Background: an optimization exercise with open tools, aiming at small area and a short achievable clock period. Do not read the settings as production practice.
Only simulation tests tie the RTL to the original design; equivalence was not proved.
Power is estimated from default activity; no workload was simulated.

red:
// fir_low_pass_filter
module fir_low_pass_filter(Data_out, Data_in, clk, rst);
  output [15:0] Data_out;
  input [7:0] Data_in;
  input clk, rst;
  reg [7:0] x1;
  reg [7:0] x2;
  reg [7:0] x3;
  reg [7:0] x4;
  reg [7:0] x5;
  reg [7:0] x6;
  reg [7:0] x7;
  reg [7:0] x8;
  reg [7:0] x9;
  reg [7:0] x10;
  reg [7:0] x11;
  reg [7:0] x12;
  reg [7:0] x13;
  reg [7:0] x14;
  reg [7:0] x15;
  reg [7:0] x16;
  reg [7:0] x17;
  reg [7:0] x18;
  reg [7:0] x19;
  reg [7:0] x20;
  reg [7:0] x21;
  reg [7:0] x22;
  reg [7:0] x23;
  reg [7:0] x24;
  reg [7:0] x25;
  reg [7:0] x26;
  reg [14:0] P2a;
  reg [13:0] P2b;
  reg [12:0] P2c;
  reg [15:0] Pa;
  reg [15:0] Pb;
  reg [15:0] Q;
  reg [9:0] V;
  reg [8:0] Y;
  reg [6:0] YH;
  reg [6:0] T;
  wire hs1, hc1;
  fir_ha u_ha1 (.a(x12[0]), .b(x12[3]), .s(hs1), .co(hc1));
  wire fs2, fc2;
  fir_fa u_fa2 (.a(x12[0]), .b(x12[1]), .c(x12[4]), .s(fs2), .co(fc2));
  wire fs3, fc3;
  fir_fa u_fa3 (.a(x14[0]), .b(x23[3]), .c(x25[4]), .s(fs3), .co(fc3));
  wire fs4, fc4;
  fir_fa u_fa4 (.a(x10[0]), .b(x10[2]), .c(x10[3]), .s(fs4), .co(fc4));
  wire hs5, hc5;
  fir_ha u_ha5 (.a(x25[5]), .b(x9[0]), .s(hs5), .co(hc5));
  wire fs6, fc6;
  fir_fa u_fa6 (.a(x12[1]), .b(x12[2]), .c(x12[5]), .s(fs6), .co(fc6));
  wire fs7, fc7;
  fir_fa u_fa7 (.a(x14[1]), .b(x23[4]), .c(x25[5]), .s(fs7), .co(fc7));
  wire fs8, fc8;
  fir_fa u_fa8 (.a(x10[1]), .b(x10[3]), .c(x10[4]), .s(fs8), .co(fc8));
  wire fs9, fc9;
  fir_fa u_fa9 (.a(x11[1]), .b(x11[2]), .c(x11[5]), .s(fs9), .co(fc9));
  wire fs10, fc10;
  fir_fa u_fa10 (.a(x22[5]), .b(x24[4]), .c(x26[5]), .s(fs10), .co(fc10));
  wire fs11, fc11;
  fir_fa u_fa11 (.a(x12[2]), .b(x12[3]), .c(x12[6]), .s(fs11), .co(fc11));
  wire fs12, fc12;
  fir_fa u_fa12 (.a(x14[2]), .b(x23[5]), .c(x25[6]), .s(fs12), .co(fc12));
  wire fs13, fc13;
  fir_fa u_fa13 (.a(x10[2]), .b(x10[4]), .c(x10[5]), .s(fs13), .co(fc13));
  wire fs14, fc14;
  fir_fa u_fa14 (.a(x11[2]), .b(x11[3]), .c(x11[6]), .s(fs14), .co(fc14));
  wire fs15, fc15;
  fir_fa u_fa15 (.a(x22[6]), .b(x24[5]), .c(x26[6]), .s(fs15), .co(fc15));
  wire hs16, hc16;
  fir_ha u_ha16 (.a(x25[7]), .b(x9[2]), .s(hs16), .co(hc16));
  wire fs17, fc17;
  fir_fa u_fa17 (.a(x12[3]), .b(x12[4]), .c(x12[7]), .s(fs17), .co(fc17));
  wire fs18, fc18;
  fir_fa u_fa18 (.a(x14[3]), .b(x23[6]), .c(x25[7]), .s(fs18), .co(fc18));
  wire fs19, fc19;
  ...
Size: about 26 I/O pins.
export LEC_CHECK = 0
export CAP_MARGIN = 20
export CORE_MARGIN = 2
export CORE_UTILIZATION = 65
export CTS_BUF_LIST = sky130_fd_sc_hd__clkbuf_8 sky130_fd_sc_hd__clkbuf_16
export CTS_CLUSTER_DIAMETER = 80
export CTS_CLUSTER_SIZE = 32
export PLACE_DENSITY = 0.85
export SLEW_MARGIN = 20
export SYNTH_HIERARCHICAL = 1
create_clock -name core_clock -period 11.0 [get_ports {clk}]
standard.sh (not shown) runs the stock make flow with config.mk's settings and CLKGATE_MAP_FILE= SYNTH_SCRIPT=/design/flow/synth_recipe.tcl, a recipe that flattens the netlist after the stock synthesis.
==> flow/flow/run.sh <==
#!/bin/bash
set -euo pipefail
export BUFFER_PORTS_ARGS="-buffer_cell sky130_fd_sc_hd__buf_4"
export CTS_ARGS="-sink_clustering_enable -repair_clock_nets -sink_clustering_size 32 -sink_clustering_max_diameter 80 -buf_list {sky130_fd_sc_hd__clkbuf_8 sky130_fd_sc_hd__clkbuf_16} -dont_use_dummy_load"
bash standard.sh finish > layout.log 2>&1
> inputs changed (red -> blue)
# red
export LEC_CHECK = 0
export CAP_MARGIN = 20
export CORE_MARGIN = 2
export CORE_UTILIZATION = 65
export CTS_BUF_LIST = sky130_fd_sc_hd__clkbuf_8 sky130_fd_sc_hd__clkbuf_16
export CTS_CLUSTER_DIAMETER = 80
export CTS_CLUSTER_SIZE = 32
export PLACE_DENSITY = 0.85
export SLEW_MARGIN = 20
export SYNTH_HIERARCHICAL = 1
create_clock -name core_clock -period 11.0 [get_ports {clk}]
# blue
export LEC_CHECK = 0
export CAP_MARGIN = 20
export CORE_MARGIN = 2
export CORE_UTILIZATION = 55
export CTS_BUF_LIST = sky130_fd_sc_hd__clkbuf_8 sky130_fd_sc_hd__clkbuf_16
export CTS_CLUSTER_DIAMETER = 80
export CTS_CLUSTER_SIZE = 32
export PLACE_DENSITY = 0.75
export SLEW_MARGIN = 20
export SYNTH_HIERARCHICAL = 1
create_clock -name core_clock -period 11.0 [get_ports {clk}]
## What came out
red -> blue: highest ir drop seen on vdd increased by more than 10%
Share of total power in combinational logic: blue vs red, no meaningful difference
Compared with red, blue has less setup slack.
Of red and blue, the higher share of the cycle needed by the critical path after routing belongs to blue.
Compared with red, in blue synthesized cell count shows no meaningful change, worst-case hold slack shows a reduction of 23 ps, global-route wire length before repair shows a reduction of 3.8%, number of fillers in the final layout shows an increase of 34%, switching power shows no meaningful change.
blue ended up with more standard cells than red.
Compared with red, blue shows initial core utilization lower by 10 points.

* * *

## run 1
Another version of the RTL of fir_low_pass_filter (not shown whole).
Size: about 26 I/O pins, ~15,000 µm² of cells after synthesis.
export LEC_CHECK = 0
export CAP_MARGIN = 20
export CORE_MARGIN = 2
export CORE_UTILIZATION = 40
export CTS_BUF_LIST = sky130_fd_sc_hd__clkbuf_4 sky130_fd_sc_hd__clkbuf_8
export SLEW_MARGIN = 20
export SYNTH_HIERARCHICAL = 1
create_clock -name core_clock -period 11.0 [get_ports {clk}]
==> flow/flow/run.sh <==
#!/bin/bash
set -euo pipefail
export BUFFER_PORTS_ARGS="-buffer_cell sky130_fd_sc_hd__buf_4"
bash standard.sh finish > layout.log 2>&1
The following lists how run 2 was set up differently from run 1:
diff --git a/flow/config.mk b/flow/config.mk
--- a/flow/config.mk
+++ b/flow/config.mk
@@ -9,5 +9,6 @@
 export CORE_MARGIN = 2
 export CORE_UTILIZATION = 40
-export CTS_BUF_LIST = sky130_fd_sc_hd__clkbuf_4 sky130_fd_sc_hd__clkbuf_8
+export CTS_BUF_LIST = sky130_fd_sc_hd__clkbuf_2 sky130_fd_sc_hd__clkbuf_4 sky130_fd_sc_hd__clkbuf_8
+export CTS_CLUSTER_SIZE = 30
 export SLEW_MARGIN = 20
 export SYNTH_HIERARCHICAL = 1
Findings:
- From run 1 to run 2, standby leakage power did not move at all.
- Compared with run 1, in run 2 number of search-and-repair iterations in the first detailed-routing pass about even, core utilization has remained practically unchanged.

port drivers added, routing unchanged:
No port has a modelled driver above. Below, the same layouts with a new extraction and two added sets of constraints. Step 1 (the two cells are an assumption about what drives the block):
set clk [get_ports {clk}]
set_driving_cell -lib_cell sky130_fd_sc_hd__clkbuf_16 $clk
set_driving_cell -lib_cell sky130_fd_sc_hd__buf_2 [delete_from_list [all_inputs] $clk]
Step 2 adds t to the input delays and takes it off the output delays; t is the mean of the earliest and latest rising clock arrival at the registers after step 1. Input paths then give back, and output paths get back, about the clock's delay inside the block. Three values: ideal ports, drivers, drivers and shift; two values: the first two.
run	t (ns)	slack for setup (ns)	worst slew at a driven data input, ns
red	0.536	7.641 / 7.641 / 7.214	0.03
blue	0.541	7.541 / 7.541 / 7.224	0.04
run 1	0.651	7.265 / 7.265 / 6.708	0.04
run 2	0.651	7.265 / 7.265 / 6.708	0.04
After both steps setup and hold are still met in every run listed.
